From an optimization exercise on the open Yosys and OpenROAD flow, aimed at small area; shortcuts taken in it are not production practice.
At most, simulation tests tie the RTL to the original design; equivalence was not proved.
Power and IR drop assume default switching activity.

## the previous run
==> flow/design.v <==
module keyscan(
  input         clk,
  input         rst,
  input         psel,
  input         pwrite,
  input         penable,
  input  [5:0]  paddr,
  input  [31:0] pwdata,
  output [31:0] prdata,
  output        irq,
  input  [7:0]  ks_in,
  output [17:0] ks_out,
  output [17:0] ks_oe
);
  localparam [2:0] S_IDLE = 3'd0, S_SINT = 3'd1, S_ROW = 3'd2, S_DEB = 3'd3, S_WAIT = 3'd4;
  wire wr_en = psel & penable & pwrite;
  wire rd_en = psel & ~penable & ~pwrite;
  wire a0 = paddr == 6'd0;
  wire a1 = paddr == 6'd1;
  wire a2 = paddr == 6'd2;
  wire a3 = paddr == 6'd3;
  wire a4 = paddr == 6'd4;
  wire a5 = paddr == 6'd5;
  wire a6 = paddr == 6'd6;
  wire a7 = paddr == 6'd7;
  wire a8 = paddr == 6'd8;
  wire wr0 = wr_en & a0;
  wire wr1 = wr_en & a1;
  wire wr2 = wr_en & a2;
  wire wr3 = wr_en & a3;
  reg        ks_en, wk_en, int_en, ksf, ksif, pol, clr_key;
  reg [17:0] ksoe;
  reg [7:0]  ksie;
  reg [3:0]  sint_v, rint_v, deb_v;
  reg        irq_r;
  always @(posedge clk) begin
    if (rst) begin
      ks_en <= 1'b0;
      wk_en <= 1'b0;
      ksoe <= 18'h0;
      ksie <= 8'h0;
      int_en <= 1'b0;
      ksf <= 1'b0;
      ksif <= 1'b0;
      pol <= 1'b0;
      clr_key <= 1'b0;
      sint_v <= 4'h8;
      rint_v <= 4'h0;
      deb_v <= 4'h4;
    end else begin
      if (wr0) begin
        ks_en <= pwdata[0];
        wk_en <= pwdata[1];
      end else if (irq_r & ~wk_en)
        ks_en <= 1'b0;
      if (wr1) begin
        ksoe <= pwdata[25:8];
        ksie <= pwdata[7:0];
      end
      if (wr2) int_en <= pwdata[0];
      if (wr2 & pwdata[1]) ksf <= 1'b0;
      else ksf <= ksf | irq_r;
      if (wr2 & pwdata[2]) ksif <= 1'b0;
      else if (irq_r) ksif <= int_en;
      if (wr3) begin
        pol <= pwdata[13];
        sint_v <= pwdata[11:8];
        rint_v <= pwdata[7:4];
        deb_v <= pwdata[3:0];
      end
      clr_key <= wr3 & pwdata[12];
    end
  end
  reg  [2:0]  st;
  reg  [4:0]  idx;         
  reg  [15:0] cnt;         
  reg         from_deb;    
  reg  [7:0]  ks_in_d, ks_in_dd;
  reg  [7:0]  cur_d;
  reg  [7:0]  key_curinfo;
  reg         key_vld;
  reg         int_trig;
  reg  [1:0]  int_dly;
  reg         oe_hot, out_hot, out_bg;
  reg  [143:0] rows;      
  reg  [3:0]  hs_ph;
  wire        m_ack = hs_ph == 4'd8;
  wire        kvr = hs_ph == 4'd4;
  wire s0 = st == S_IDLE;
  wire s1 = st == S_SINT;
  wire s2 = st == S_ROW;
  wire s3 = st == S_DEB;
  wire s4 = st == S_WAIT;
  wire [7:0] inp = pol ? ks_in_dd : ~ks_in_dd;
  wire [17:0] hit;
  genvar gi;
  generate
    for (gi = 0; gi < 16; gi = gi + 1) begin : g_hit
      assign hit[gi] = ~idx[4] & (idx[3:0] == gi);
    end
  endgenerate
  assign hit[16] = idx[4] & ~idx[0];
  assign hit[17] = idx[4] & idx[0];
  wire       oe_sel = |(hit & ksoe);
  wire [7:0] key_cur_st = oe_sel ? (ksie & inp) : 8'h0;
  reg  [7:0] row_sel;
  integer si;
  always @(*) begin
    row_sel = 8'h0;
    for (si = 0; si < 18; si = si + 1)
      row_sel = row_sel | ({8{hit[si]}} & rows[si*8 +: 8]);
  end
  wire       neq_pre = oe_sel & |((row_sel ^ inp) & ksie);
  wire [3:0]  lim_v = s1 ? sint_v : deb_v;
  wire        at_lim = cnt == (16'h1 << lim_v);
  wire        s_fin = at_lim;
  wire        step_max = cnt[1];
  wire        deb_act = s3 | (s4 & from_deb);
  wire        key_pulse = s3 & (key_cur_st != cur_d);
  wire        valid_change = deb_act & at_lim & ~key_pulse & neq_pre;
  wire [3:0]  rcnt = (s4 & from_deb) ? 4'h0 : cnt[3:0];
  wire        r_fin = rcnt == rint_v;
  wire        cnt_complt = idx == 5'd17;
  reg [2:0] n;
  always @(*) begin
    n = S_IDLE;
    if (ks_en) begin
      case (st)
        S_IDLE: n = S_SINT;
        S_SINT: n = s_fin ? S_ROW : S_SINT;
        S_ROW:  n = step_max ? (neq_pre ? S_DEB : S_WAIT) : S_ROW;
        S_DEB:  n = (key_pulse | valid_change) ? S_WAIT : S_DEB;
        S_WAIT: n = key_vld ? S_WAIT : cnt_complt ? S_SINT : r_fin ? S_ROW : S_WAIT;
        default: n = S_IDLE;
      endcase
    end
  end
  wire go_sint = n == S_SINT;
  wire go_row = n == S_ROW;
  wire load = (s1 | s4) & go_row;
  wire cnt_run = ks_en & ((s1 & ~s_fin) | (s2 & ~step_max) | (s3 & ~valid_change) |
                          (s4 & ~r_fin & ~go_sint));
  wire [15:0] cnt_in = {cnt[15:4], rcnt};
  always @(posedge clk) begin
    if (rst) begin
      st <= S_IDLE;
      idx <= 5'd0;
      cnt <= 16'h0;
      from_deb <= 1'b0;
      key_vld <= 1'b0;
      int_trig <= 1'b0;
      int_dly <= 2'd0;
    end else begin
      st <= n;
      if (s0 | (s1 & ~go_sint)) idx <= 5'd0;
      else if (s1) idx <= 5'd17;
      else if (s4 & go_row) idx <= idx + 5'd1;
      cnt <= cnt_run ? cnt_in + 16'h1 : 16'h0;
      from_deb <= s3;
      key_vld <= key_vld_nx;
      int_trig <= (s3 & valid_change) | (int_trig & ~(s0 | s1));
      if (s1 & int_trig) int_dly <= 2'd1;
      else if (int_dly != 2'd0) int_dly <= int_dly + 2'd1;
    end
  end
  always @(posedge clk) begin
    ks_in_d <= ks_in;
    ks_in_dd <= ks_in_d;
    cur_d <= key_cur_st;
    if (valid_change) key_curinfo <= key_cur_st;
  end
  wire [17:0] ksoe_next = {ksoe[0], ksoe[17:1]};
  wire        oe_new = s1 ? ksoe[0] : |(hit & ksoe_next);
  always @(posedge clk or posedge rst) begin
    if (rst) begin
      oe_hot <= 1'b0;
      out_hot <= 1'b0;
      out_bg <= 1'b0;
      irq_r <= 1'b0;
    end else begin
      irq_r <= int_dly == 2'd3;
      if (load) begin
        oe_hot <= oe_new;
        out_hot <= oe_new;
        out_bg <= ~pol;
      end else if (go_sint | n == S_IDLE) begin
        oe_hot <= 1'b0;
        out_hot <= 1'b0;
        out_bg <= ~pol;
      end else if (n == S_WAIT)
        oe_hot <= 1'b0;
    end
  end
  assign ks_oe = {18{oe_hot}} & hit;
  assign ks_out = {18{out_bg}} ^ ({18{out_hot}} & hit);
  wire key_vld_nx = (valid_change & ~wk_en) | (key_vld & ~m_ack);
  always @(posedge clk) begin
    if (rst) hs_ph <= 4'd0;
    else if (hs_ph == 4'd0) hs_ph <= {3'd0, key_vld_nx};
    else if (hs_ph == 4'd11) hs_ph <= key_vld_nx ? 4'd12 : 4'd0;
    else if (hs_ph == 4'd12) hs_ph <= 4'd1;
    else hs_ph <= hs_ph + 4'd1;
  end
  wire       clr = clr_key | rst;
  wire [7:0] wdat = clr ? 8'h0 : key_curinfo;
  integer ri;
  always @(posedge clk) begin
    for (ri = 0; ri < 18; ri = ri + 1)
      if (clr | (kvr & hit[ri])) rows[ri*8 +: 8] <= wdat;
  end
  wire [31:0] rsel =
    ({32{a0}} & {30'h0, wk_en, ks_en}) |
    ({32{a1}} & {6'h0, ksoe, ksie}) |
    ({32{a2}} & {29'h0, ksif, ksf, int_en}) |
    ({32{a3}} & {18'h0, pol, clr_key, sint_v, rint_v, deb_v}) |
    ({32{a4}} & rows[31:0]) |
    ({32{a5}} & rows[63:32]) |
    ({32{a6}} & rows[95:64]) |
    ({32{a7}} & rows[127:96]) |
    ({32{a8}} & {16'h0, rows[143:128]});
  reg [31:0] prdata_r;
  always @(posedge clk or posedge rst) begin
    if (rst) prdata_r <= 32'h0;
    else if (rd_en) prdata_r <= rsel;
  end
  assign prdata = prdata_r;
  assign irq = irq_r;
endmodule
Settings: LEC_CHECK=0, CAP_MARGIN=20, CORE_MARGIN=2, CORE_UTILIZATION=70, SLEW_MARGIN=20; clock period 10.0 ns.
standard.sh (not shown) runs the stock make flow with config.mk's settings and CLKGATE_MAP_FILE= SYNTH_SCRIPT=/design/flow/synth_recipe.tcl, a recipe that flattens the netlist after the stock synthesis.
==> flow/flow/run.sh <==
#!/bin/bash
# The standard layout (standard.sh) with three changes:
#  - synthesis maps the logic with an area-oriented ABC script,
#  - the port buffers use the smallest buffer cell,
#  - the clock tree uses clkbuf_8 buffers on clusters of at most 16 sinks.
set -euo pipefail
W=$PWD
export AREA_ABC_SCRIPT=$W/flow/area.abc
export BUFFER_PORTS_ARGS="-buffer_cell sky130_fd_sc_hd__buf_1"
export CTS_ARGS="-sink_clustering_enable -repair_clock_nets -sink_clustering_size 16 -sink_clustering_max_diameter 60 -buf_list sky130_fd_sc_hd__clkbuf_8 -root_buf sky130_fd_sc_hd__clkbuf_8 -dont_use_dummy_load"
sed "s#SYNTH_SCRIPT=[^ ]*#SYNTH_SCRIPT=$W/flow/synth.tcl#" standard.sh > flow_standard.sh
grep -q "SYNTH_SCRIPT=$W/flow/synth.tcl" flow_standard.sh
bash flow_standard.sh > standard.log 2>&1
==> flow/flow/area.abc <==
strash
balance
rewrite
refactor
balance
rewrite
rewrite -z
balance
refactor -z
rewrite -z
balance
balance
rewrite
refactor
balance
rewrite
rewrite -z
balance
refactor -z
rewrite -z
balance
dch -f
map -a
strash
dch -f
map -a
topo
dnsize -c
==> flow/flow/synth.tcl <==
# synth_recipe.tcl with one change: Yosys's abc pass maps the logic with an
# area-oriented ABC script (flow/area.abc) instead of ORFS's own script.
proc synth {args} { yosys synth -nofsm -noshare {*}$args }
proc abc {args} {
  set i [lsearch -exact $args -script]
  if { $i >= 0 } { lset args [expr {$i + 1}] $::env(AREA_ABC_SCRIPT) }
  yosys abc {*}$args
}
source $::env(SCRIPTS_DIR)/synth.tcl
# left out here: clear keep_hierarchy, flatten, clean up, hide names made inside functions, write 1_2_yosys.v
diff inputs: the previous run => the current run
--- a/flow/design.v
+++ b/flow/design.v
@@ -76,9 +76,9 @@
   reg  [15:0] cnt;         
   reg         from_deb;    
   reg  [7:0]  ks_in_d, ks_in_dd;
   reg  [7:0]  cur_d;
-  reg  [7:0]  key_curinfo;
+  reg  [7:0]  key_curinfo_n;   
   reg         key_vld;
   reg         int_trig;
   reg  [1:0]  int_dly;
   reg         oe_hot, out_hot, out_bg;
@@ -166,9 +166,9 @@
   always @(posedge clk) begin
     ks_in_d <= ks_in;
     ks_in_dd <= ks_in_d;
     cur_d <= key_cur_st;
-    if (valid_change) key_curinfo <= key_cur_st;
+    if (valid_change) key_curinfo_n <= ~key_cur_st;
   end
   wire [17:0] ksoe_next = {ksoe[0], ksoe[17:1]};
   wire        oe_new = s1 ? ksoe[0] : |(hit & ksoe_next);
   always @(posedge clk or posedge rst) begin
@@ -201,9 +201,9 @@
     else if (hs_ph == 4'd12) hs_ph <= 4'd1;
     else hs_ph <= hs_ph + 4'd1;
   end
   wire       clr = clr_key | rst;
-  wire [7:0] wdat = clr ? 8'h0 : key_curinfo;
+  wire [7:0] wdat = ~({8{clr}} | key_curinfo_n);
   integer ri;
   always @(posedge clk) begin
     for (ri = 0; ri < 18; ri = ri + 1)
       if (clr | (kvr & hit[ri])) rows[ri*8 +: 8] <= wdat;
Results
- Summary of the comparison: final period utilization is higher in the current run, relative to the previous run.
- Via count: the current run better than the previous run
- In the flow results for the current run and the previous run, the maximum resistive drop on vdd is smaller on the previous run.
- From the previous run to the current run the numbers moved as follows: combinational fraction of design power shows a reduction of 0.3 points; worst hold slack shows no meaningful change; met2 demand-to-capacity share in global routing shows a reduction of 2.3 points; met3 global-route usage shows a reduction of 0.69 points.
- Re instance count of the mapped netlist: the current run is 0.47% down on the previous run.
- On cell area, the current run tracks the previous run almost exactly.
- Delta (the current run minus the previous run): post-layout net count neither gained nor lost much, post-synthesis to final-layout area growth picked up an extra 0.37 points, number of combinational gates with multiple inputs increased about 0.5%.
Function not checked in the current run: the RTL went through the layout flow alone.

[port drivers added, routing unchanged]
In the flow no input, the clock included, has a driving cell. The finished layouts below were timed again as built, in two steps.
Step 1: set_driving_cell puts a clkbuf_16 on clk and a buf_2 on each other input, an assumption about the parent block.
Step 2 moves the port delays by t, midway between the first and last clock arrival at a register: inputs arrive t later, outputs are due t later. That takes back most of the time a late clock gives input paths.
Slacks: no drivers / after step 1 / after step 2; pairs: no drivers / after step 1.
run | t (ns) | slack for setup (ns) | hold slack, ns | latest minus earliest clock arrival (ns) | pins driven straight from the clock port
the previous run | 0.595 | 3.783 / 3.783 / 3.783 | 0.326 / 0.326 / 0.326 | 0.095 / 0.095 | 1
the current run | 0.581 | 3.105 / 3.105 / 3.105 | 0.328 / 0.328 / 0.328 | 0.058 / 0.058 | 1
After both steps setup and hold are still met in every run listed.
